Source: an optimization exercise on an open RTL-to-GDS flow (aim: small area and a short achievable clock period). Production flows keep margins and buffers that such runs may drop.
RTL that was checked went through simulation tests only; none was proved equivalent to the original.
No functional check of the RTL was part of run 6.
Power figures rest on the tool's default switching activity, not on a simulated workload.

File: flow/design.v
module sync_fifo
(
input               clk,
input               rst_n,
input               wen,
input   [15:0]      data_in,
output              full,
input               ren,
output  [15:0]      data_out,
output              empty
);
reg  [3:0]  wr_hi, wr_lo;
reg  [15:0] rd_oh;
reg         full_r;
reg         nempty_r;
reg  [15:0] mem [0:15];
reg  [15:0] data_out_r;
assign full     = full_r;
assign empty    = ~nempty_r;
assign data_out = data_out_r;
wire push = wen & ~full_r;
wire pop  = ren & nempty_r;
wire [15:0] wr_oh;
genvar i;
generate
    for (i = 0; i < 16; i = i + 1) begin : sel
        assign wr_oh[i] = wr_hi[i/4] & wr_lo[i%4];
    end
endgenerate
wire [3:0]  wr_lo1 = {wr_lo[2:0], wr_lo[3]};
wire [3:0]  wr_hi1 = {wr_hi[2:0], wr_hi[3]};
wire [15:0] wr_oh1 = {wr_oh[14:0], wr_oh[15]};
wire [15:0] rd_oh1 = {rd_oh[14:0], rd_oh[15]};
wire [3:0]  rd_lo  = rd_oh[3:0] | rd_oh[7:4] | rd_oh[11:8] | rd_oh[15:12];
wire        last_word  = |(rd_oh1 & wr_oh);
wire        last_space = |(wr_oh1 & rd_oh);
always @(posedge clk or negedge rst_n)
begin
    if (!rst_n) begin
        wr_hi    <= 4'd1;
        wr_lo    <= 4'd1;
        rd_oh    <= 16'd1;
        full_r   <= 1'b0;
        nempty_r <= 1'b0;
    end else begin
        if (push & wr_lo[3])
            wr_hi <= wr_hi1;
        if (push)
            wr_lo <= (last_space & ~pop) ? 4'd0 : wr_lo1;
        else if (pop & full_r)
            wr_lo <= rd_lo;
        if (pop)  rd_oh <= rd_oh1;
        if (push)
            nempty_r <= 1'b1;
        else if (pop)
            nempty_r <= ~last_word;
        if (pop)
            full_r <= 1'b0;
        else if (push)
            full_r <= last_space;
    end
end
reg [15:0] rd_word;
integer k;
always @*
begin
    rd_word = 16'd0;
    for (k = 0; k < 16; k = k + 1)
        rd_word = rd_word | (mem[k] & {16{rd_oh[k]}});
end
generate
    for (i = 0; i < 16; i = i + 1) begin : row
        always @(posedge clk)
            if (wr_oh[i])
                mem[i] <= data_in;
    end
endgenerate
always @(posedge clk)
    if (pop)
        data_out_r <= rd_word;
endmodule
File: flow/run.sh
#!/bin/bash
# synth_recipe.tcl (not shown) runs the flow's synth.tcl, then flattens the netlist and writes it again
# the make line also repeats each setting of config.mk as NAME=value (left out here)
make -C /OpenROAD-flow-scripts/flow DESIGN_CONFIG=/design/flow/config.mk WORK_HOME=/design/flow/orfs CLKGATE_MAP_FILE= SYNTH_SCRIPT=/design/flow/synth_recipe.tcl finish
File: flow/config.mk
export PLATFORM = sky130hd
export DESIGN_NAME = sync_fifo
export DESIGN_NICKNAME = sync_fifo
export VERILOG_FILES = /design/flow/design.v
export SDC_FILE = /design/flow/constraint.sdc
export NUM_CORES = 4
export LEC_CHECK = 0
export CAP_MARGIN = 20
export CORE_MARGIN = 2
export CORE_UTILIZATION = 55
export CTS_CLUSTER_DIAMETER = 100
export CTS_CLUSTER_SIZE = 30
export SETUP_SLACK_MARGIN = 1.8
export SLEW_MARGIN = 20
File: flow/constraint.sdc
create_clock -name core_clock -period 3.5 [get_ports {clk}]
set_input_delay 0.7000 -clock core_clock [delete_from_list [all_inputs] [get_ports {clk}]]
set_output_delay 0.7000 -clock core_clock [all_outputs]
set_load 0.01 [all_outputs]
==> results of run 1 <==
## worst max-delay path by stage
stage / endpoint / from / cells past startpoint
finish: data_out[4] / data_out_r[4]$_DFFE_PP_ / 1
global route: data_out[0] / data_out_r[0]$_DFFE_PP_ / 1
CTS: full / full_r$_DFFE_PN0P_ / 1
detailed placement: wr_lo[1]$_DFFE_PN0P_ / ren / 7
global placement: wr_lo[3]$_DFFE_PN0P_ / ren / 7
floorplan: data_out_r[0]$_DFFE_PP_ / ren / 4
## synthesized netlist by cell type
cell type  count  area share [%]
and2_1        13            0.74
nor2b_1        1           0.057
o21ai_0        1           0.045
mux2_2         4            0.41
nand4_1       17            0.97
inv_1          2           0.068
a22o_1        76             6.0
a22o_2         2            0.18
a22oi_1        5            0.34
nand2b_1       1           0.057
dfrtp_1       23             5.2
buf_1          3            0.10
a31oi_1        1           0.057
nand4_2        1            0.11
nor2_1         6            0.20
nand2_1       49             1.7
a21oi_1       16            0.73
nand2_2        1           0.057
and3_1         3            0.17
mux2i_1        4            0.36
clkbuf_1      38             1.3
and2_4         1           0.080
and2_2         3            0.20
nor4_1         4            0.23
a222oi_1       1           0.091
a221oi_1      64             5.1
buf_2          4            0.18
edfxtp_1     272              74
a2111oi_4      1            0.25
buf_6          1            0.10
dfstp_2        3            0.72
## flip-flops by register name (all words and copies together), names as in the netlist
register / flops
data_out_r: 16
nempty_r: 1
wr_hi: 4
full_r: 1
wr_lo: 4
mem: 256
rd_oh: 16
## routing by layer
layer	up-vias	wire length, um
li1	2671	-
met1	3320	11900
met2	326	14500
met3	59	2120
met4	0	785
met5	-	0
## area by class of cell
cell class                 count  area [um2]  share of cell area (%)
multi-input combinational    275        2040                    16.5
clock buffer                  20         352                    2.85
tap                          265         332                    2.68
inverter                       2        7.51                  0.0608
sequential                   298        8870                    71.8
timing repair buffer          92         737                    5.96
clock inverter                 2        12.5                   0.101
## through the flow
stage	instance area, um2	hold slack (ns)	utilization, %	worst slack, ns	std cells
2_1_floorplan	11000	0.404	-	1.85	621
3_3_place_gp	11700	0.545	60.0	1.02	901
3_5_place_dp	11700	0.548	60.0	0.980	901
4_1_cts	12200	0.574	62.5	1.61	943
5_1_grt	12400	0.242	63.3	1.68	954
6_report	12400	0.204	63.3	1.72	954
## power by group through the flow
stage / Combinational (mW) / Sequential (mW) / Clock [mW]
3_5_place_dp: 0.101 / 3.97 / 0
2_1_floorplan: 0.0156 / 3.97 / 0
4_1_cts: 0.0961 / 3.89 / 1.75
3_3_place_gp: 0.0961 / 3.97 / 0
5_1_grt: 0.106 / 3.89 / 1.86
6_report: 0.0956 / 3.89 / 1.74
## logic make-up (layout without fill, tap and decap cells)
group / count (synthesis) / after routing
DFF: 298 / 298
AOI/OAI and AO/OA: 167 / 167
buffers and inverters: 48 / 116
muxes: 8 / 8
and+or+nand+nor: 100 / 100
## timing repair
item,in CTS,in global routing
setup endpoints to repair,102,54
pin swaps,1,3
resized for setup,99,19
buffers inserted,20,11
==> results_dict.tcl, run 1 <==
set metrics [dict create \
    outcome "no timing/DRC/antenna violations" \
    critical_path_class "register to primary output" \
    slowest_delay_ns 0.43 \
    max-vdd-ir-drop_mv 0.376 \
    place_congestion 0.848 \
    grt_pass1_wl_mm 41.6 \
    setup_viol 0 \
    ctsHoldBuffers 0 \
    clkPwrFrac_pct 30.4 \
    setup_tns_ns 0 \
    wl_mm 29.3 \
    clk_latency_ns 0.50 \
    grt-ovfl-total 0 \
    leakagePower_nw 4.19 \
    crit_family "flip-flops" \
    start_util_pct 56.4 \
    synthXorXnorAreaFrac_pct 0 \
    drive_gt1_share_pct 19.0 \
    cts_root_buffer "clkbuf_16" \
    ant_nets 0 \
    synth_top_family_by_area "compound AO/OA/AOI/OAI gates" \
    synthAdderAreaFrac_pct 0 \
    ys_seq_area_share_pct 80.1 \
    cts_tree "yes" \
    cp_max_fo 1 \
    cts_sinks 298 \
    grt_pass1_vias 6155 \
    synth-seq-cells 298 \
    finalClockSkew_ns 0.0147 \
    place_hpwl_mm 14.8 \
    rr_endpoint "data_out_r[5]$_DFFE_PP_" \
    dr.pass1.iters 5 \
    numCtsBuffers 13 \
    r2r-start "rd_oh[11]$_DFFE_PN0P_" \
    drc 0 \
    start_kind "register" \
    swShare_pct 19.1 \
    power_frac_seq_pct 68.0 \
    grt_use_met2_pct 44.4 \
    ys.warnings.count 2 \
    p_comb_share_pct 1.7 \
    die-area_um2 21200 \
    grt.met1_usage_pct 39.4 \
    timing.fmax_ghz 0.561 \
    core_um2 19500 \
    syn2layout_area_growth_pct 12.2 \
    antenna_found_initial 0 \
    cp.required_ns 2.80 \
    internal-power_mw 4.63 \
    row_count 51 \
    arrival_ns 1.08 \
    crit_chain "buf_2" \
    ff2ff_setup_slack_ns 1.82 \
    power.total_mw 5.72 \
    crit_slowest_cell "edfxtp_1" \
    synthesis.instances 621 \
    power.switching_mw 1.09 \
    vias 6376 \
    cts_max_path_buffers 3 \
    antenna_cells 0 \
    wl_per_cell_um 30.7 \
    drt_iter0_markers 716 \
    use_met3_pct 3.61 \
    finalNetCount 702 \
    yosys.area_share.simple_pct 4.54 \
    rsz0062_at_grt "true" \
    htreeDepth 1 \
    syn-num-nets 641 \
    port_buffers 37 \
    synth_compound_area_share_pct 12.8 \
    tightestPinTransition_ns 0.611 \
    final_cell_mix "edfxtp_1 (272), a22o_1 (76), a221oi_1 (61)" \
    viasPerCell 6.68 \
    fp.dieH_um 146 \
    min_path_type "primary input to async pin" \
    die_x_um 146 \
    grt_usage_pct 27.4 \
    cts.clk_slew.worst_paths_ns 0.11 \
    fin_crit_sh_pct 51.0 \
    crit_buf_inv 1 \
    hold_viol 0 \
    drv_cap 0 \
    slew_viol_final 0 \
    cellPowerDensity_nw_per_um2 463 \
    syn_avg_cell_area_um2 17.7 \
    setup.worst_path.end_class "primary output" \
    top_usage_layer "met2" \
    ioPinCount 38 \
    fill_cells 1411 \
    grt_max_degree 32 \
    synth.distinct_cells 31 \
    synthesis.area_um2 11000 \
    worstRegToRegCells 4 \
    layout_commonest_cell "edfxtp_1" \
    period_needed_ns 1.78 \
    muxShareOfSynthArea_pct 0.773 \
    slew_headroom_pct 59.3 \
]
==> run 2, diff against run 1 <==
--- a/flow/config.mk
+++ b/flow/config.mk
@@ -11,4 +11,4 @@
 export CTS_CLUSTER_DIAMETER = 100
 export CTS_CLUSTER_SIZE = 30
-export SETUP_SLACK_MARGIN = 1.8
+export SETUP_SLACK_MARGIN = 1.6
 export SLEW_MARGIN = 20
==> run 2 against run 1 <==
Still clean on timing, DRC and antenna. Utilization down 1.2 points. Flip-flop and latch count unchanged. Sequential power hardly changed. Worst setup slack worse by 0.12 ns. Non-clock buffer count fell by 30. First-iteration DRC count shrank 1.8%. Final area decreased by 1.9%. Clock skew increased by 0.0057 ns. Sequential share of layout area grew 1.1 points. Critical path type is now register to register. Largest power group unchanged.
==> results_dict.tcl, run 2 <==
set metrics [dict create \
    row_count 51 \
    syn2layout_area_growth_pct 10.1 \
    outcome "no timing/DRC/antenna violations" \
    die_x_um 146 \
    finalClockSkew_ns 0.0204 \
    fin_area_um2 12100 \
    slew_headroom_pct 48.7 \
    setup_tns_ns 0 \
    fp.dieH_um 146 \
    grt_pass1_vias 6029 \
    htreeDepth 1 \
    yosys-top-cells-count "edfxtp_1 (272), a22o_1 (76), a221oi_1 (64)" \
    grt_pass1_wl_mm 41.2 \
    vias 6220 \
    layout_commonest_cell "edfxtp_1" \
    synthTopCellsByArea "edfxtp_1 (74%), a22o_1 (6.0%), dfrtp_1 (5.2%), a221oi_1 (5.1%), nand2_1 (1.7%)" \
    dp_slack_ns 0.853 \
    numCtsBuffers 13 \
    yosysMostFrequentCell "edfxtp_1" \
    start_util_pct 56.4 \
    antenna_cells 0 \
    cts_sinks 298 \
    holdWs_ns 0.553 \
    ant_nets 0 \
    cts_max_path_buffers 3 \
    slew_viol_final 0 \
    place_congestion 0.818 \
    die-area_um2 21200 \
    max-vdd-ir-drop_mv 0.420 \
    port_buffers 37 \
    cellPowerDensity_nw_per_um2 473 \
    min_path_type "primary input to async pin" \
    drive_gt1_share_pct 11.4 \
    synth.distinct_cells 31 \
    ctsHoldBuffers 0 \
    hold_viol 0 \
    final_cell_mix "edfxtp_1 (272), a22o_1 (76), a221oi_1 (64)" \
    ioPinCount 38 \
    place_area_um2 11700 \
    synthesis.instances 621 \
    cts_root_buffer "clkbuf_16" \
    antenna_found_initial 0 \
    ys.warnings.count 2 \
    synth_top_area_share_pct 74.2 \
    tightestPinTransition_ns 0.769 \
    reg_top3 "mem (256), data_out_r (16), rd_oh (16)" \
    cts_tree "yes" \
    critical_path_class "register to register" \
    syn-num-nets 641 \
    start_kind "register" \
    leakagePower_nw 4.05 \
    ys_seq_area_share_pct 80.1 \
    syn_avg_cell_area_um2 17.7 \
    synthesis.area_um2 11000 \
    wl_mm 28.4 \
    synth-seq-cells 298 \
    timing.fmax_ghz 0.526 \
    arrival_ns 2.08 \
    cts.clk_slew.worst_paths_ns 0.12 \
    largest_register_ffs 256 \
    finalNetCount 672 \
    cp_max_fo 12 \
    period_needed_ns 1.90 \
    place_hpwl_mm 15.0 \
    drc 0 \
    async_flop_share_pct 8.72 \
    viasPerCell 6.74 \
    synth-edff-count 272 \
    grt_max_degree 38 \
    ys.flop_type "edfxtp_1" \
    core_um2 19500 \
    grt-ovfl-total 0 \
    wl_per_cell_um 30.7 \
    setup_viol 0 \
    setup.worst_path.end_class "register" \
    grt_usage_pct 26.8 \
    regMostFlops "mem" \
    synth_top_cell_by_area "edfxtp_1" \
    drv_cap 0 \
    clk_latency_ns 0.50 \
    cp.required_ns 3.68 \
    dr.pass1.iters 5 \
    setup_slack_ns 1.60 \
    fin_crit_sh_pct 54.4 \
    drt_iter0_markers 703 \
    rsz0062_at_grt "false" \
]
-- run 2: cell counts after synthesis --
Identical to the previous run, type by type.
-- run 2: repair_timing --
action | 4_1_cts | 5_1_grt
gates resized for setup | 38 | 16
setup endpoints to repair | 52 | 26
setup buffers | 2 | 0
gates cloned | 0 | 0
-- run 2: cells by family after synthesis --
family	after synthesis	share of synthesized area [%]
AND/OR/NAND/NOR	100	4.54
multiplexers	8	0.773
buffers and inverters	48	1.75
flip-flops	298	80.1
AO/OA/AOI/OAI	167	12.8
-- run 2: final timing paths --
kind                                            endpoint             startpoint  slack (ns)  cells past startpoint
worst max-delay path               mem[14][12]$_DFFE_PP_   wr_lo[2]$_DFFE_PN0P_        1.60                      2
worst min-delay path                wr_hi[1]$_DFFE_PN0P_                  rst_n        0.55                      2
worst max register to register     mem[14][12]$_DFFE_PP_   wr_lo[2]$_DFFE_PN0P_        1.60                      2
worst min register to register  data_out_r[11]$_DFFE_PP_  mem[14][11]$_DFFE_PP_        0.57                      2
max in group asynchronous           rd_oh[0]$_DFFE_PN1P_                  rst_n        2.63                      2
min in group core_clock         data_out_r[11]$_DFFE_PP_  mem[14][11]$_DFFE_PP_        0.57                      2
-- run 2: layout make-up --
| type | instances | area, um2 |
|---|---|---|
| multi-input combinational | 275 | 2010 |
| sequential | 298 | 8840 |
| fill | 1492 | 7400 |
| timing repair buffer | 62 | 569 |
| inverter | 2 | 7.51 |
| tap | 265 | 332 |
| clock buffer | 21 | 365 |
-- run 2: stage by stage --
step | util, % | instances | total power, mW
6_report | 62.1 | 923 | 5.74
5_1_grt | 62.1 | 923 | 5.88
4_1_cts | 62.1 | 923 | 5.75
3_5_place_dp | 60.0 | 900 | 4.07
3_3_place_gp | 59.9 | 899 | 4.06
2_1_floorplan | - | 621 | 3.99
-- run 2: critical path, cell delays in order (launching register included) --
cell and delay, ns:
dfrtp_1 0.62, and2_1 0.58, buf_4 0.38
-- run 2: layer usage --
layer	share of wire, %	vias to the layer above	wire, um	global-route usage (%)
met4	2.1	0	609	6.52
met2	49	296	13800	44.2
li1	-	2607	-	-
met1	41	3276	11600	38.2
met5	0	-	0	0
met3	8.6	41	2440	4.33
-- run 2: power by group --
group          switching, mW  internal (mW)  leakage, nW
clock network           1.02          0.731        0.176
logic                 0.0671         0.0311         1.09
registers            0.00236           3.88         2.79
==> run 3, diff against run 2 <==
--- a/flow/config.mk
+++ b/flow/config.mk
@@ -11,4 +11,5 @@
 export CTS_CLUSTER_DIAMETER = 100
 export CTS_CLUSTER_SIZE = 30
-export SETUP_SLACK_MARGIN = 1.6
+export SETUP_SLACK_MARGIN = 1.75
 export SLEW_MARGIN = 20
+export TNS_END_PERCENT = 5
==> run 3 against run 2 <==
Die area is the same. Largest power group unchanged. Critical path depth is the same. Total power shrank 0.57%. Register-to-register slack gained 0.08 ns. Via count shrank 0.34%. Non-clock buffer count grew 9. Count of clock-buffer cells in the layout shrank 1. Clock skew shrank 0.0058 ns. First-iteration DRC count grew 3.7%. Sequential share of layout area is essentially flat. Critical endpoint is now mem[0][8]$_DFFE_PP_.
==> results_dict.tcl, run 3 <==
set metrics [dict create \
    outcome "no timing/DRC/antenna violations" \
    drc 0 \
    cts_root_buffer "clkbuf_16" \
    synth_compound_area_share_pct 12.8 \
    crit_end "mem[0][8]$_DFFE_PP_" \
    cts.clk_slew.worst_paths_ns 0.11 \
    yosysMostFrequentCell "edfxtp_1" \
    max-vdd-ir-drop_mv 0.377 \
    hold_viol 0 \
    synth_top_cell_by_area "edfxtp_1" \
    synth.distinct_cells 31 \
    holdWs_ns 0.202 \
    min_path_type "primary input to async pin" \
    synthesis.area_um2 11000 \
    setup.worst_path.end_class "register" \
    yosys.area_share.simple_pct 4.54 \
    fin_area_um2 12100 \
    grt-ovfl-total 0 \
    wl_per_cell_um 30.2 \
    fp.dieH_um 146 \
    htreeDepth 1 \
    grt_pass1_vias 6058 \
    muxShareOfSynthArea_pct 0.773 \
    rsz0062_at_grt "true" \
    cellPowerDensity_nw_per_um2 470 \
    synth-seq-cells 298 \
    synth_top_area_share_pct 74.2 \
    die_x_um 146 \
    finalClockSkew_ns 0.0146 \
    vias 6199 \
    worstRegToRegCells 2 \
    setup_tns_ns 0 \
    async_flop_share_pct 8.72 \
    drive_gt1_share_pct 14.2 \
    row_count 51 \
    clk_latency_ns 0.50 \
    dpl.cell_count 901 \
    setup_slack_ns 1.68 \
    ys.flop_type "edfxtp_1" \
    viasPerCell 6.64 \
    tightestPinTransition_ns 0.701 \
    syn-num-nets 641 \
    grt_max_degree 32 \
    cp_max_fo 13 \
    setup_viol 0 \
    port_buffers 37 \
    wl_mm 28.2 \
    antenna_found_initial 0 \
    numCtsBuffers 13 \
    start_kind "register" \
    syn2layout_area_growth_pct 10.1 \
    synthAdderAreaFrac_pct 0 \
    antenna_cells 0 \
    r2r-start "wr_lo[0]$_DFFE_PN1P_" \
    arrival_ns 2.00 \
    yosys-top-cells-count "edfxtp_1 (272), a22o_1 (76), a221oi_1 (64)" \
    syn_avg_cell_area_um2 17.7 \
    finalNetCount 681 \
    dp_slack_ns 0.980 \
    drv_cap 0 \
    reg_top3 "mem (256), data_out_r (16), rd_oh (16)" \
    cp-startpoint "wr_lo[0]$_DFFE_PN1P_" \
    period_needed_ns 1.82 \
    leakagePower_nw 4.06 \
    dr.pass1.iters 5 \
    regMostFlops "mem" \
    final_cell_mix "edfxtp_1 (272), a22o_1 (76), a221oi_1 (63)" \
    ant_nets 0 \
    synth-edff-count 272 \
    instances_no_fill 933 \
    final_util_pct 62.1 \
    rr_endpoint "mem[0][8]$_DFFE_PP_" \
    place_hpwl_mm 14.8 \
    place_congestion 0.848 \
    slew_viol_final 0 \
    ys_seq_area_share_pct 80.1 \
    largest_register_ffs 256 \
    power.total_mw 5.70 \
    timing.fmax_ghz 0.549 \
    slew_headroom_pct 53.3 \
    place_area_um2 11700 \
    cts_max_path_buffers 3 \
    ys.warnings.count 2 \
    ioPinCount 38 \
    cts_sinks 298 \
    synthTopCellsByArea "edfxtp_1 (74%), a22o_1 (6.0%), dfrtp_1 (5.2%), a221oi_1 (5.1%), nand2_1 (1.7%)" \
    fill_cells 1437 \
    cp.required_ns 3.68 \
    grt_pass1_wl_mm 40.9 \
    synthXorXnorAreaFrac_pct 0 \
    die-area_um2 21200 \
    grt_usage_pct 26.8 \
    critical_path_class "register to register" \
    synth_top_family_by_area "compound AO/OA/AOI/OAI gates" \
    cts_tree "yes" \
    layout_commonest_cell "edfxtp_1" \
    ff2ff_setup_slack_ns 1.68 \
    synthesis.instances 621 \
    fin_crit_sh_pct 52.0 \
    drt_iter0_markers 729 \
    start_util_pct 56.4 \
    core_um2 19500 \
]
[run 3: cell counts after synthesis]
Identical to the previous run, type by type.
[run 3: worst min-delay path by stage]
stage	cells after the start	endpoint
after floorplan	0	full_r$_DFFE_PN0P_
after global placement	2	data_out_r[12]$_DFFE_PP_
after detailed placement	2	data_out_r[3]$_DFFE_PP_
after CTS	2	data_out_r[10]$_DFFE_PP_
after global routing	1	rd_oh[11]$_DFFE_PN0P_
final	1	wr_hi[1]$_DFFE_PN0P_
[run 3: layout make-up]
| cell class | count | area, um2 | area share [%] |
|---|---|---|---|
| clock buffer | 20 | 352 | 2.90 |
| clock inverter | 2 | 12.5 | 0.103 |
| inverter | 2 | 7.51 | 0.0619 |
| multi-input combinational | 275 | 2010 | 16.6 |
| sequential | 298 | 8840 | 72.9 |
| tap | 265 | 332 | 2.73 |
| timing repair buffer | 71 | 571 | 4.70 |
[run 3: critical path, stage by stage, from the launching register on]
cell	delay (ns)
dfstp_2	0.68
and2_1	0.47
buf_4	0.36
[run 3: per-layer routing]
metal  share of wire (%)  GRT usage, %  vias up
met3                 7.2          3.92       42
li1                    -             -     2629
met4                 2.3          7.30        0
met2                  49          44.1      305
met5                   0             0        -
met1                  41          38.2     3223
[run 3: timing repair]
action                                  in CTS  in global routing
pin swaps                                    0                  1
hold buffers                                 0                  0
resized for setup                           32                 38
setup buffers                                2                  8
endpoints found under the setup margin      91                109
[run 3: power by group]
group | switching (mW) | total, mW | internal [mW]
sequential | 0.00252 | 3.89 | 3.88
combinational | 0.0657 | 0.0954 | 0.0297
clock | 1.01 | 1.72 | 0.714
total | 1.08 | 5.70 | 4.63
[run 3: cell families after synthesis]
logic type / Yosys count
buffers and inverters: 48
and+or+nand+nor: 100
DFF: 298
AOI/OAI and AO/OA: 167
muxes: 8
==> run 4, diff against run 3 <==
--- a/flow/config.mk
+++ b/flow/config.mk
@@ -11,5 +11,4 @@
 export CTS_CLUSTER_DIAMETER = 100
 export CTS_CLUSTER_SIZE = 30
-export SETUP_SLACK_MARGIN = 1.75
+export SETUP_SLACK_MARGIN = 1.7
 export SLEW_MARGIN = 20
-export TNS_END_PERCENT = 5
==> run 4 against run 3 <==
Maximum frequency increased by 0.92%. Cell count is 0.11% lower. Largest cell class unchanged. Global-route usage grew 0.068 points. Non-clock buffer count unchanged. Still clean on timing, DRC and antenna.
==> results_dict.tcl, run 4 <==
set metrics [dict create \
    die_x_um 146 \
    drive_gt1_share_pct 15.4 \
    clk_latency_ns 0.49 \
    cts_tree "yes" \
    core_um2 19500 \
    worstRegToRegCells 4 \
    synth_compound_area_share_pct 12.8 \
    yosys-top-cells-count "edfxtp_1 (272), a22o_1 (76), a221oi_1 (64)" \
    arrival_ns 1.10 \
    cts_max_path_buffers 3 \
    ff2ff_setup_slack_ns 1.71 \
    critical_path_class "register to primary output" \
    regMostFlops "mem" \
    synthAdderAreaFrac_pct 0 \
    fin_crit_sh_pct 51.5 \
    wl_per_cell_um 30.8 \
    drt_iter0_markers 751 \
    antenna_found_initial 0 \
    highest_layer "met4" \
    setup_slack_ns 1.70 \
    dp_slack_ns 0.853 \
    slowest_delay_ns 0.44 \
    cp.required_ns 2.80 \
    drv_cap 0 \
    viasPerCell 6.75 \
    rr_endpoint "data_out_r[4]$_DFFE_PP_" \
    start_kind "register" \
    cts_sinks 298 \
    outcome "no timing/DRC/antenna violations" \
    cellPowerDensity_nw_per_um2 472 \
    synth.distinct_cells 31 \
    fp.dieH_um 146 \
    htreeDepth 1 \
    wl_mm 28.7 \
    cp-startpoint "data_out_r[0]$_DFFE_PP_" \
    slew_headroom_pct 50.5 \
    row_count 51 \
    vias 6292 \
    ys.flop_type "edfxtp_1" \
    finalNetCount 681 \
    largest_register_ffs 256 \
    syn2layout_area_growth_pct 10.5 \
    wl_met1_mm 11.7 \
    port_buffers 37 \
    ys.warnings.count 2 \
    synth_top_family_by_area "compound AO/OA/AOI/OAI gates" \
    syn_avg_cell_area_um2 17.7 \
    layout_commonest_cell "edfxtp_1" \
    crit_slowest_cell "edfxtp_1" \
    final_cell_mix "edfxtp_1 (272), a22o_1 (76), a221oi_1 (64)" \
    yosys.area_share.simple_pct 4.54 \
    synthXorXnorAreaFrac_pct 0 \
    dr.pass1.iters 5 \
    finalClockSkew_ns 0.0173 \
    synthesis.area_um2 11000 \
    grt_pass1_vias 6044 \
    tightestPinTransition_ns 0.743 \
    cp.depth 1 \
    drc 0 \
    grt_max_degree 32 \
    synth-edff-count 272 \
    async_flop_share_pct 8.72 \
    cts.clk_slew.worst_paths_ns 0.12 \
    setup_tns_ns 0 \
    timing.fmax_ghz 0.554 \
    r2r-start "rd_oh[10]$_DFFE_PN0P_" \
    muxShareOfSynthArea_pct 0.773 \
    reg_top3 "mem (256), data_out_r (16), rd_oh (16)" \
    fin_area_um2 12200 \
    crit_family "flip-flops" \
    met3_wirelength_mm 2.41 \
    synth_top_area_share_pct 74.2 \
    fill_cells 1486 \
    grt_usage_pct 26.9 \
    ys_seq_area_share_pct 80.1 \
    grt-ovfl-total 0 \
    numCtsBuffers 13 \
    final_util_pct 62.3 \
    cp_max_fo 1 \
    syn-num-nets 641 \
    cts_root_buffer "clkbuf_16" \
    die-area_um2 21200 \
    yosysMostFrequentCell "edfxtp_1" \
    leakagePower_nw 4.07 \
    ioPinCount 38 \
    period_needed_ns 1.80 \
    grt_pass1_wl_mm 41.3 \
    slew_viol_final 0 \
    hold_viol 0 \
    synth_top_cell_by_area "edfxtp_1" \
    start_util_pct 56.4 \
    rsz0062_at_grt "true" \
    synthTopCellsByArea "edfxtp_1 (74%), a22o_1 (6.0%), dfrtp_1 (5.2%), a221oi_1 (5.1%), nand2_1 (1.7%)" \
    place_area_um2 11700 \
    synthesis.instances 621 \
    crit_chain "buf_2" \
    setup_viol 0 \
    crit_buf_inv 1 \
    max-vdd-ir-drop_mv 0.421 \
    setup.worst_path.end_class "primary output" \
    place_congestion 0.818 \
    min_path_type "primary input to async pin" \
    antenna_cells 0 \
    synth-seq-cells 298 \
    wl_met2_mm 13.8 \
    crit_end "data_out[0]" \
    place_hpwl_mm 15.0 \
    ant_nets 0 \
]
[run 4: cell counts after synthesis]
Identical to the previous run, type by type.
[run 4: worst min path at each step]
stage | cells past startpoint | end
after floorplan | 0 | full_r$_DFFE_PN0P_
after global placement | 2 | data_out_r[9]$_DFFE_PP_
after detailed placement | 2 | data_out_r[11]$_DFFE_PP_
after CTS | 2 | wr_hi[1]$_DFFE_PN0P_
after global routing | 2 | wr_hi[1]$_DFFE_PN0P_
final | 2 | wr_hi[1]$_DFFE_PN0P_
[run 4: metrics by stage]
stage / hold WS (ns) / instances / power [mW]
floorplan: 0.404 / 621 / 3.99
global placement: 0.539 / 899 / 4.06
detailed placement: 0.545 / 900 / 4.07
CTS: 0.568 / 927 / 5.76
global route: 0.597 / 932 / 5.89
finish: 0.556 / 932 / 5.74
[run 4: cell families (layout without fill, tap and decap cells)]
group / Yosys count / count (layout)
flip-flops: 298 / 298
multiplexers: 8 / 8
buffers and inverters: 48 / 94
AND/OR/NAND/NOR: 100 / 100
AO/OA/AOI/OAI: 167 / 167
[run 4: worst reg2reg max path, delay by kind of cell, from the launching register on]
kind            cells  cell delay (ns)
flops               1             0.55
compound gates      2             0.43
buf+inv             1             0.28
simple gates        1             0.22
[run 4: layer usage]
layer  vias up  global-route usage [%]
met5         -                       0
met4         0                    6.57
met3        55                    4.33
met2       303                    44.4
met1      3307                    38.3
li1       2627                       -
[run 4: power by group]
part	total [mW]	switching, mW	internal (mW)	leakage (nW)
combinational	0.102	0.0684	0.0334	1.11
sequential	3.89	0.00229	3.88	2.79
clock	1.75	1.02	0.730	0.176
[run 4: layout make-up]
class	instances	area (um2)	area share, %
clock buffer	21	365	3.00
inverter	2	7.51	0.0617
multi-input combinational	275	2010	16.5
sequential	298	8850	72.7
tap	265	332	2.72
timing repair buffer	71	606	4.98
[run 4: timing repair]
action	CTS	global route
pin swaps	1	0
hold buffers	0	0
gates cloned	1	0
resized for setup	91	11
setup endpoints to repair	111	15
buffers inserted	5	5
==> run 5, diff against run 4 <==
--- a/flow/config.mk
+++ b/flow/config.mk
@@ -9,6 +9,6 @@
 export CORE_MARGIN = 2
 export CORE_UTILIZATION = 55
-export CTS_CLUSTER_DIAMETER = 100
-export CTS_CLUSTER_SIZE = 30
+export CTS_CLUSTER_DIAMETER = 80
+export CTS_CLUSTER_SIZE = 20
 export SETUP_SLACK_MARGIN = 1.7
 export SLEW_MARGIN = 20
==> run 5 against run 4 <==
Global-route usage is essentially flat. Register-to-register slack gained 0.02 ns. Count of clock-buffer cells in the layout grew 9. Non-clock buffer count shrank 4. Synthesized cell count is the same. Critical path type unchanged.
==> results_dict.tcl, run 5 <==
set metrics [dict create \
    synthesis.instances 621 \
    setup.worst_path.end_class "primary output" \
    synthTopCellsByArea "edfxtp_1 (74%), a22o_1 (6.0%), dfrtp_1 (5.2%), a221oi_1 (5.1%), nand2_1 (1.7%)" \
    vias 6328 \
    ff2ff_setup_slack_ns 1.73 \
    synth-seq-cells 298 \
    swShare_pct 19.2 \
    place_area_um2 11700 \
    hold_viol 0 \
    crit_family "flip-flops" \
    fp.dieH_um 146 \
    ant_nets 0 \
    cp_max_fo 1 \
    port_buffers 37 \
    power.total_mw 6.06 \
    syn2layout_area_growth_pct 11.5 \
    dr.pass1.iters 5 \
    crit_slowest_cell "edfxtp_1" \
    synth.distinct_cells 31 \
    cts.clk_slew.worst_paths_ns 0.08 \
    grt_usage_pct 26.9 \
    cts_max_path_buffers 3 \
    muxShareOfSynthArea_pct 0.773 \
    synth_top_cell_by_area "edfxtp_1" \
    met3_wirelength_mm 2.37 \
    internal-power_mw 4.90 \
    tightestPinTransition_ns 0.749 \
    numCtsBuffers 18 \
    leakagePower_nw 4.12 \
    slew_viol_final 0 \
    fin_crit_sh_pct 51.5 \
    grt_max_degree 27 \
    wl_met2_mm 13.7 \
    wl_per_cell_um 30.6 \
    wl_mm 28.7 \
    synth_top_family_by_area "compound AO/OA/AOI/OAI gates" \
    yosysMostFrequentCell "edfxtp_1" \
    p_comb_share_pct 1.7 \
    cts_tree "yes" \
    synthXorXnorAreaFrac_pct 0 \
    syn_avg_cell_area_um2 17.7 \
    async_flop_share_pct 8.72 \
    layout_commonest_cell "edfxtp_1" \
    clk_latency_ns 0.51 \
    finalClockSkew_ns 0.0225 \
    outcome "no timing/DRC/antenna violations" \
    rsz0062_at_grt "true" \
    timing.fmax_ghz 0.555 \
    min_path_type "register to register" \
    highest_layer "met4" \
    critical_path_class "register to primary output" \
    grt-ovfl-total 0 \
    ctsHoldBuffers 0 \
    cts_root_buffer "clkbuf_16" \
    yosys.area_share.simple_pct 4.54 \
    cts_sinks 298 \
    clkPwrFrac_pct 34.2 \
    max-vdd-ir-drop_mv 0.366 \
    crit_chain "buf_2" \
    place_congestion 0.818 \
    start_kind "register" \
    period_needed_ns 1.80 \
    row_count 51 \
    slew_headroom_pct 50.1 \
    drt_iter0_markers 664 \
    setup_viol 0 \
    synthesis.area_um2 11000 \
    final_cell_mix "edfxtp_1 (272), a22o_1 (76), a221oi_1 (64)" \
    ys_seq_area_share_pct 80.1 \
    cellPowerDensity_nw_per_um2 493 \
    antenna_cells 0 \
    yosys-top-cells-count "edfxtp_1 (272), a22o_1 (76), a221oi_1 (64)" \
    synth_top_area_share_pct 74.2 \
    grt_pass1_wl_mm 41.3 \
    viasPerCell 6.74 \
    fin_area_um2 12300 \
    reg_top3 "mem (256), data_out_r (16), rd_oh (16)" \
    die-area_um2 21200 \
    die_x_um 146 \
    synth_compound_area_share_pct 12.8 \
    wl_met1_mm 11.8 \
    regMostFlops "mem" \
    power.switching_mw 1.16 \
    arrival_ns 1.10 \
    power_frac_seq_pct 64.1 \
    synthAdderAreaFrac_pct 0 \
    drv_cap 0 \
    ys.warnings.count 2 \
    cp.required_ns 2.80 \
    crit_buf_inv 1 \
    synth-edff-count 272 \
    grt_pass1_vias 6068 \
    antenna_found_initial 0 \
    setup_tns_ns 0 \
    htreeDepth 1 \
    drive_gt1_share_pct 15.4 \
    largest_register_ffs 256 \
    syn-num-nets 641 \
    ys.flop_type "edfxtp_1" \
    ioPinCount 38 \
    slowest_delay_ns 0.43 \
    core_um2 19500 \
    place_hpwl_mm 15.0 \
    finalNetCount 682 \
    drc 0 \
    start_util_pct 56.4 \
]
## run 5: cell counts after synthesis
Identical to the previous run, type by type.
## run 5: cells by family (layout without fill, tap and decap cells)
group | Yosys count | in the layout
AND/OR/NAND/NOR | 100 | 100
multiplexers | 8 | 8
buffers and inverters | 48 | 101
AO/OA/AOI/OAI | 167 | 167
flip-flops | 298 | 298
## run 5: path summary, 6_finish.rpt
| kind | cells after the start | start | to |
|---|---|---|---|
| hold reg to reg | 2 | mem[14][11]$_DFFE_PP_ | data_out_r[11]$_DFFE_PP_ |
| min in group asynchronous | 2 | rst_n | wr_hi[1]$_DFFE_PN0P_ |
| setup reg to reg | 5 | wr_lo[0]$_DFFE_PN1P_ | nempty_r$_DFFE_PN0P_ |
| setup / recovery | 1 | data_out_r[0]$_DFFE_PP_ | data_out[0] |
| hold / removal | 2 | mem[14][11]$_DFFE_PP_ | data_out_r[11]$_DFFE_PP_ |
| max in group asynchronous | 2 | rst_n | rd_oh[0]$_DFFE_PN1P_ |
## run 5: through the flow
| stage | utilization [%] | worst slack, ns | hold slack (ns) | std cells |
|---|---|---|---|---|
| 6_report | 62.9 | 1.70 | 0.555 | 939 |
| 5_1_grt | 62.9 | 1.66 | 0.590 | 939 |
| 4_1_cts | 62.9 | 1.66 | 0.561 | 938 |
| 3_5_place_dp | 60.0 | 0.853 | 0.545 | 900 |
| 3_3_place_gp | 59.9 | 0.947 | 0.539 | 899 |
| 2_1_floorplan | - | 1.73 | 0.404 | 621 |
## run 5: cell type report
class	instances	area, um2
tap	265	332
fill	1473	7240
clock inverter	2	20.0
sequential	298	8840
inverter	2	7.51
clock buffer	30	495
multi-input combinational	275	2010
timing repair buffer	67	576
## run 5: per-layer routing
layer,vias to the layer above,global-route usage (%)
met5,-,0
met4,0,7.16
met3,51,4.23
met2,316,44.2
met1,3322,38.3
li1,2639,-
## run 5: worst min-delay path, stage by stage, from the launching register on
cell and delay (ns):
edfxtp_1 0.33, a221oi_1 0.06, nand4_1 0.06
## run 5: repair_timing
action | in CTS | in global routing
pin swaps | 1 | 0
cloned | 1 | 0
gates resized for setup | 93 | 7
setup buffers | 5 | 1
endpoints found under the hold margin | 0 | 0
setup endpoints to repair | 104 | 10
## run 5: power groups by stage
| stage | sequential, mW | clock [mW] | combinational [mW] |
|---|---|---|---|
| after floorplan | 3.97 | 0 | 0.0152 |
| after global placement | 3.97 | 0 | 0.0949 |
| after detailed placement | 3.97 | 0 | 0.101 |
| after CTS | 3.89 | 2.11 | 0.103 |
| after global routing | 3.89 | 2.22 | 0.112 |
| final | 3.89 | 2.07 | 0.102 |
==> run 6, diff against run 5 <==
==> flow/design.v (replaced) <==
module sync_fifo
(
input               clk,
input               rst_n,
input               wen,
input   [15:0]      data_in,
output              full,
input               ren,
output  [15:0]      data_out,
output              empty
);
reg  [3:0]  wr_hi, wr_lo;
reg  [3:0]  rd_hi, rd_lo;
reg         full_r;
reg         nempty_r;
reg  [15:0] mem [0:15];
reg  [15:0] data_out_r;
assign full     = full_r;
assign empty    = ~nempty_r;
assign data_out = data_out_r;
wire push = wen & ~full_r;
wire pop  = ren & nempty_r;
wire [3:0] wr_lo1 = {wr_lo[2:0], wr_lo[3]};
wire [3:0] wr_hi1 = wr_lo[3] ? {wr_hi[2:0], wr_hi[3]} : wr_hi;
wire [3:0] rd_lo1 = {rd_lo[2:0], rd_lo[3]};
wire [3:0] rd_hi1 = rd_lo[3] ? {rd_hi[2:0], rd_hi[3]} : rd_hi;
wire last_word  = (|(rd_lo1 & wr_lo)) & (|(rd_hi1 & wr_hi));
wire last_space = (|(wr_lo1 & rd_lo)) & (|(wr_hi1 & rd_hi));
always @(posedge clk or negedge rst_n)
begin
    if (!rst_n) begin
        wr_hi    <= 4'd1;
        wr_lo    <= 4'd1;
        rd_hi    <= 4'd1;
        rd_lo    <= 4'd1;
        full_r   <= 1'b0;
        nempty_r <= 1'b0;
    end else begin
        if (push) begin
            wr_hi <= wr_hi1;
            wr_lo <= wr_lo1;
        end
        if (pop) begin
            rd_hi <= rd_hi1;
            rd_lo <= rd_lo1;
        end
        if (push)
            nempty_r <= 1'b1;
        else if (pop)
            nempty_r <= ~last_word;
        if (pop)
            full_r <= 1'b0;
        else if (push)
            full_r <= last_space;
    end
end
reg [15:0] rd_word;
integer k;
always @*
begin
    rd_word = 16'd0;
    for (k = 0; k < 16; k = k + 1)
        rd_word = rd_word | (mem[k] & {16{rd_hi[k/4] & rd_lo[k%4]}});
end
genvar i;
generate
    for (i = 0; i < 16; i = i + 1) begin : row
        always @(posedge clk)
            if (wr_hi[i/4] & wr_lo[i%4] & ~full_r)
                mem[i] <= data_in;
    end
endgenerate
always @(posedge clk)
    if (pop)
        data_out_r <= rd_word;
endmodule
--- a/flow/config.mk
+++ b/flow/config.mk
@@ -9,6 +9,6 @@
 export CORE_MARGIN = 2
 export CORE_UTILIZATION = 55
-export CTS_CLUSTER_DIAMETER = 80
-export CTS_CLUSTER_SIZE = 20
+export CTS_CLUSTER_DIAMETER = 100
+export CTS_CLUSTER_SIZE = 30
 export SETUP_SLACK_MARGIN = 1.7
 export SLEW_MARGIN = 20
==> run 6 against run 5 <==
Final area up 0.91%. Critical path depth up 3. Sequential power down 2%. Routed wire length up 0.38%. Maximum frequency down 15%. Largest cell class unchanged. Clock power down 18%. Sequential share of layout area down 2.3 points. Clock skew down 0.0096 ns. Via count up 1.9%. Still clean on timing, DRC and antenna. Total power down 1.9%. Flip-flop and latch count down 8.
==> results_dict.tcl, run 6 <==
set metrics [dict create \
    timing.fmax_ghz 0.474 \
    drv_cap 0 \
    setup_slack_ns 1.39 \
    fp.dieH_um 144 \
    wl_per_cell_um 29.7 \
    fin_area_um2 12400 \
    tightestPinTransition_ns 0.921 \
    regMostFlops "mem" \
    setup_viol 0 \
    ff2ff_setup_slack_ns 1.39 \
    synthesis.area_um2 10700 \
    cts_root_buffer "clkbuf_16" \
    finalNetCount 718 \
    port_buffers 37 \
    vias 6449 \
    setup.worst_path.end_class "register" \
    ys.warnings.count 2 \
    hold_viol 0 \
    die-area_um2 20600 \
    ys_seq_area_share_pct 80.5 \
    synth.distinct_cells 31 \
    ant_nets 0 \
    cts.clk_slew.worst_paths_ns 0.11 \
    antenna_cells 0 \
    async_flop_share_pct 6.21 \
    cp.required_ns 3.72 \
    drt_iter0_markers 843 \
    cts_tree "yes" \
    core_um2 19300 \
    min_path_type "register to register" \
    drc 0 \
    syn_avg_cell_area_um2 17.6 \
    start_kind "register" \
    ctsHoldBuffers 0 \
    synthesis.instances 610 \
    antenna_found_initial 0 \
    slew_viol_final 0 \
    largest_register_ffs 256 \
    viasPerCell 6.66 \
    synth_top_area_share_pct 76.2 \
    drive_gt1_share_pct 21.0 \
    reg_top3 "mem (256), data_out_r (16)" \
    arrival_ns 2.33 \
    cts_sinks 290 \
    slew_headroom_pct 38.4 \
    synthTopCellsByArea "edfxtp_1 (76%), a22oi_1 (4.2%), a222oi_1 (3.9%), dfrtp_1 (3.3%), o22ai_1 (1.5%)" \
    cts_max_path_buffers 3 \
    holdWs_ns 0.532 \
    grt-ovfl-total 0 \
    ys.flop_type "edfxtp_1" \
    yosys-top-cells-count "edfxtp_1 (272), a22oi_1 (60), a222oi_1 (42)" \
    htreeDepth 1 \
    yosysMostFrequentCell "edfxtp_1" \
    place_hpwl_mm 14.7 \
    fin_crit_sh_pct 60.3 \
    clk_latency_ns 0.48 \
    outcome "no timing/DRC/antenna violations" \
    synth-edff-count 272 \
    fill_cells 1414 \
    max-vdd-ir-drop_mv 0.371 \
    die_x_um 144 \
    critical_path_class "register to register" \
    start_util_pct 55.6 \
    grt_pass1_wl_mm 40.6 \
    numCtsBuffers 13 \
    synth_top_cell_by_area "edfxtp_1" \
    place_area_um2 11400 \
    setup_tns_ns 0 \
    place_congestion 0.749 \
    layout_commonest_cell "edfxtp_1" \
    finalClockSkew_ns 0.0129 \
    grt_max_degree 32 \
    cellPowerDensity_nw_per_um2 479 \
    rsz0062_at_grt "true" \
    cp_max_fo 6 \
    ioPinCount 38 \
    leakagePower_nw 4.00 \
    syn2layout_area_growth_pct 15.7 \
    row_count 51 \
    grt_pass1_vias 6170 \
    wl_mm 28.8 \
    final_cell_mix "edfxtp_1 (272), a22oi_1 (54), buf_4 (50)" \
    grt_usage_pct 27.8 \
    period_needed_ns 2.11 \
    syn-num-nets 630 \
    dp_slack_ns 1.05 \
    dr.pass1.iters 8 \
    synth-seq-cells 290 \
]
[run 6: final timing paths]
kind,startpoint,to,cells past startpoint
setup / recovery,rd_hi[1]$_DFFE_PN0P_,data_out_r[9]$_DFFE_PP_,4
hold / removal,wr_lo[0]$_DFFE_PN1P_,wr_lo[0]$_DFFE_PN1P_,2
setup reg to reg,rd_hi[1]$_DFFE_PN0P_,data_out_r[9]$_DFFE_PP_,4
hold reg to reg,wr_lo[0]$_DFFE_PN1P_,wr_lo[0]$_DFFE_PN1P_,2
max in group asynchronous,rst_n,rd_hi[1]$_DFFE_PN0P_,1
min in group asynchronous,rst_n,rd_lo[3]$_DFFE_PN0P_,1
[run 6: logic make-up after synthesis]
logic type / share of synthesized area [%]
buf+inv: 2.30
compound gates: 12.0
simple gates: 4.33
flops: 80.5
mux: 0.888
[run 6: repair_timing]
item,in CTS,in global routing
setup buffers,30,16
endpoints found under the setup margin,120,55
pin swaps,30,22
gates resized for setup,122,21
gates cloned,1,4
[run 6: final cells by class]
class | instances | area (um2) | area share [%]
Timing Repair Buffer | 112 | 1080 | 8.73
Clock buffer | 19 | 348 | 2.81
Clock inverter | 2 | 13.8 | 0.111
Sequential cell | 290 | 8640 | 69.7
Multi-Input combinational cell | 270 | 1900 | 15.3
Inverter | 11 | 73.8 | 0.596
Tap cell | 265 | 332 | 2.67
[run 6: metal layers]
metal	vias to the layer above	routed length, um	GRT usage (%)
met2	400	14000	45.8
met5	-	0	0
met1	3273	11200	39.4
met3	74	2600	3.67
met4	0	1000	8.36
li1	2702	-	-
[run 6: critical path, cell delays in order (launching register included)]
cell and delay, ns:
dfrtp_4 0.52, buf_8 0.15, a222oi_1 0.48, o22ai_1 0.14, or4_1 0.55
[run 6: metrics by stage]
step	instances	util, %	total power, mW
after floorplan	610	-	4.04
after global placement	897	59.1	4.19
after detailed placement	897	59.1	4.19
after CTS	949	62.9	5.90
after global routing	969	64.3	6.10
final	969	64.3	5.94
[run 6: report_power, final]
group | total (mW) | switching (mW) | leakage (nW) | internal, mW
registers | 3.83 | 0.0356 | 2.71 | 3.80
logic | 0.420 | 0.249 | 1.11 | 0.171
clock network | 1.69 | 0.979 | 0.176 | 0.710

[port drivers added, routing unchanged]
In the flow no input, the clock included, has a driving cell. The finished layouts below were timed again as built, in two steps. Step 1, drivers: a clkbuf_16 drives clk and a buf_2 each remaining input, both assumed. Step 2, shift: input delay + t, output delay - t, t = (earliest + latest rising clock arrival at the registers) / 2. This alone moves slack from input paths to output paths. Three values: no drivers, after step 1, after step 2; two values: the first two.
| run | t (ns) | slack for setup (ns) | cell pins on the clock port's net |
|---|---|---|---|
| run 1 | 0.537 | 1.716 / 1.667 / 1.429 | 1 |
| run 2 | 0.530 | 1.598 / 1.598 / 1.329 | 1 |
| run 3 | 0.536 | 1.679 / 1.639 / 1.328 | 1 |
| run 4 | 0.531 | 1.696 / 1.652 / 1.316 | 1 |
| run 5 | 0.546 | 1.697 / 1.651 / 1.309 | 1 |
| run 6 | 0.521 | 1.391 / 1.391 / 1.334 | 1 |
After both steps setup and hold are still met in every run listed. The setup slack of run 5, which loses most, moves by -0.046 ns with the drivers and by -0.388 ns with both steps.
